This is an optimization exercise on Yosys and OpenROAD, whose aim is small area, not a production implementation. Function was checked by simulation only, so behaviour that the tests miss may differ from the original.

## red
// I2C_controller
module I2C_controller (
    input clk,
    input rst_n,
    input enable,
    input [7:0] set_scl_div,
    output reg [7:0] scl_div,
    input start_trans,
    input stop_trans,
    input rd_clr,
    input wr_rdy,
    output rd_reg_full,
    output wr_reg_empty,
    input [6:0] set_local_addr,
    output reg [6:0] local_addr,
    input [7:0] byte_wr_i,
    output reg [7:0] byte_rd_o,
    output reg bus_busy,
    output is_master,
    output trans_start,
    output addr_match,
    output trans_dir,
    output get_nack,
    output bus_err,
    output byte_wait,
    output reg arbit_fail,
    output trans_stop,
    input scl_i,
    output scl_o,
    input sda_i,
    output sda_o
);
    wire rst_sync_n;
    reset_generator U_reset (
        .clk       (clk),
        .rst_n     (rst_n),
        .rst_sync_n(rst_sync_n)
    );
    reg scl_last, sda_last;
    always @(posedge clk or negedge rst_sync_n) begin   
        if (!rst_sync_n) sda_last <= 1'b1;
        else sda_last <= sda_i;
    end
    always @(posedge clk) begin   
        scl_last <= scl_i | ~rst_sync_n;
    end
    wire fall  = scl_last & ~scl_i;
    wire rise  = ~scl_last & scl_i;
    wire cond_start = scl_i & sda_last & ~sda_i;
  ...
Size: ~550 cells after synthesis, roughly 69 I/O pins.
export LEC_CHECK = 0
export CAP_MARGIN = 20
export CORE_MARGIN = 2
export CORE_UTILIZATION = 40
export SLEW_MARGIN = 20
create_clock -name core_clock -period 10.0 [get_ports {clk}]
standard.sh (not shown) runs the stock make flow with config.mk's settings and CLKGATE_MAP_FILE= SYNTH_SCRIPT=/design/flow/synth_recipe.tcl, a recipe that flattens the netlist after the stock synthesis.
==> flow/flow/run.sh <==
#!/bin/bash
# The standard layout (standard.sh), with three changes that only affect
# cell sizes, never the registers:
#  - synthesis maps the logic with an area-oriented ABC script (flow/abc_area.script)
#    instead of ORFS's delay-oriented one: a copy of ORFS's scripts folder whose
#    abc_speed.script is replaced is used for the synth step only
#  - port buffers use sky130_fd_sc_hd__buf_1
#  - clock tree synthesis uses clkbuf_8 and no dummy loads
# Each step's full output goes to its own log file in the work folder.
set -euo pipefail
cd "$(dirname "$0")/.."
WORK=$PWD
mkdir -p "$WORK/tmp"
export TMPDIR="$WORK/tmp"
rm -rf "$WORK/synth_scripts"
cp -r "$FLOW_HOME/scripts" "$WORK/synth_scripts"
cp "$WORK/flow/abc_area.script" "$WORK/synth_scripts/abc_speed.script"
bash standard.sh SCRIPTS_DIR="$WORK/synth_scripts" synth > "$WORK/log_synth.log" 2>&1
bash standard.sh \
  BUFFER_PORTS_ARGS="-buffer_cell sky130_fd_sc_hd__buf_1" \
  CTS_ARGS="-sink_clustering_enable -repair_clock_nets -dont_use_dummy_load -buf_list sky130_fd_sc_hd__clkbuf_8" \
  finish > "$WORK/log_layout.log" 2>&1
==> flow/flow/abc_area.script <==
strash
ifraig
scorr
dc2
dc2
strash
&get -n
&dch -f
&nf -R 1000 -p
&put
Here is what was changed in the inputs of blue compared with red.
-- flow/design.v --
<<< red, line 128
    wire [7:0] m_ws = pM ? ws : 8'b0;
    wire [7:0] s_ws = pM ? 8'b0 : ws;
    localparam [3:0] S_IDLE = 4'd0, S_START = 4'd8, S_ADDRESS = 4'd1, S_ADDRESS_ACK = 4'd14,
                     S_READ_DATA = 4'd3, S_WRITE_ACK = 4'd12, S_WAIT_READ = 4'd9,
                     S_WAIT_WRITE = 4'd11, S_WRITE_DATA = 4'd7, S_CHECK_ACK = 4'd13,
                     S_WAIT_STOP = 4'd4;
    reg [3:0] ss, ss_next;
    wire s_rd_en   = (ss == S_ADDRESS) | (ss == S_READ_DATA) | (ss == S_CHECK_ACK);
>>> blue, line 128
    wire [7:0] m_ws = pM ? ws : 8'b0;
    wire [7:0] s_ws = pM ? 8'b0 : ws;
    localparam [3:0] S_IDLE = 4'd0, S_START = 4'd1, S_ADDRESS = 4'd2, S_ADDRESS_ACK = 4'd3,
                     S_READ_DATA = 4'd4, S_WRITE_ACK = 4'd5, S_WAIT_READ = 4'd6,
                     S_WAIT_WRITE = 4'd7, S_WRITE_DATA = 4'd8, S_CHECK_ACK = 4'd9,
                     S_WAIT_STOP = 4'd10;
    reg [3:0] ss, ss_next;
    wire s_rd_en   = (ss == S_ADDRESS) | (ss == S_READ_DATA) | (ss == S_CHECK_ACK);
<<< red, line 215
    wire s_rd_ld = s_rd_en & fall;
    wire s_wr_ld = s_wr_en & rise;
    localparam [3:0] M_IDLE = 4'd0, M_START = 4'd4, M_WAIT_ADDRESS = 4'd3, M_LOAD_ADDRESS = 4'd1,
                     M_ADDRESS = 4'd10, M_ADDRESS_ACK = 4'd6, M_READ_DATA = 4'd11,
                     M_WRITE_ACK = 4'd12, M_WRITE_NACK = 4'd7, M_WAIT_READ = 4'd8,
                     M_WAIT_WRITE = 4'd15, M_WRITE_DATA = 4'd14, M_CHECK_ACK = 4'd2,
                     M_WAIT = 4'd13, M_STOP = 4'd5;
    reg [3:0] ms, ms_next;
    wire m_rd_en   = (ms == M_ADDRESS_ACK) | (ms == M_CHECK_ACK) | (ms == M_READ_DATA);
>>> blue, line 215
    wire s_rd_ld = s_rd_en & fall;
    wire s_wr_ld = s_wr_en & rise;
    localparam [3:0] M_IDLE = 4'd0, M_START = 4'd1, M_WAIT_ADDRESS = 4'd2, M_LOAD_ADDRESS = 4'd3,
                     M_ADDRESS = 4'd4, M_ADDRESS_ACK = 4'd5, M_READ_DATA = 4'd6,
                     M_WRITE_ACK = 4'd7, M_WRITE_NACK = 4'd8, M_WAIT_READ = 4'd9,
                     M_WAIT_WRITE = 4'd10, M_WRITE_DATA = 4'd11, M_CHECK_ACK = 4'd12,
                     M_WAIT = 4'd13, M_STOP = 4'd14;
    reg [3:0] ms, ms_next;
    wire m_rd_en   = (ms == M_ADDRESS_ACK) | (ms == M_CHECK_ACK) | (ms == M_READ_DATA);
==> run summary <==
In terms of final-layout non-clock buffer area share, red and blue differ only marginally.
From red to blue the numbers moved as follows: via count of the first global-routing pass went up by about 2%, count of clock buffers in the final design did not really move, number of different library cells in the post-synthesis netlist now larger, cell count after placement went up 32.
For area fraction in and, or, nand and nor cells after synthesis, red and blue come out practically identical.

[port drivers added, routing unchanged]
No port has a modelled driver above. Below, the same layouts with a new extraction and two added sets of constraints. Step 1 sets driving cells, clkbuf_16 on the clock port and buf_2 on the other inputs (assumed; they add their load-dependent delay and slew). Step 2 moves the port delays by t, midway between the first and last clock arrival at a register: inputs arrive t later, outputs are due t later. That takes back most of the time a late clock gives input paths. Three values: no drivers, after step 1, after step 2; two values: the first two.
| run | t (ns) | slack for setup (ns) | clock arrival spread, ns | slew at the worst register clock pin (ns) |
|---|---|---|---|---|
| red | 0.401 | 3.985 / 3.960 / 3.892 | 0.024 / 0.025 | 0.10 / 0.10 |
| blue | 0.410 | 3.593 / 3.567 / 3.567 | 0.030 / 0.030 | 0.11 / 0.11 |
After both steps setup and hold are still met in every run listed. The setup slack of red, which loses most, moves by -0.025 ns with the drivers and by -0.093 ns with both steps.
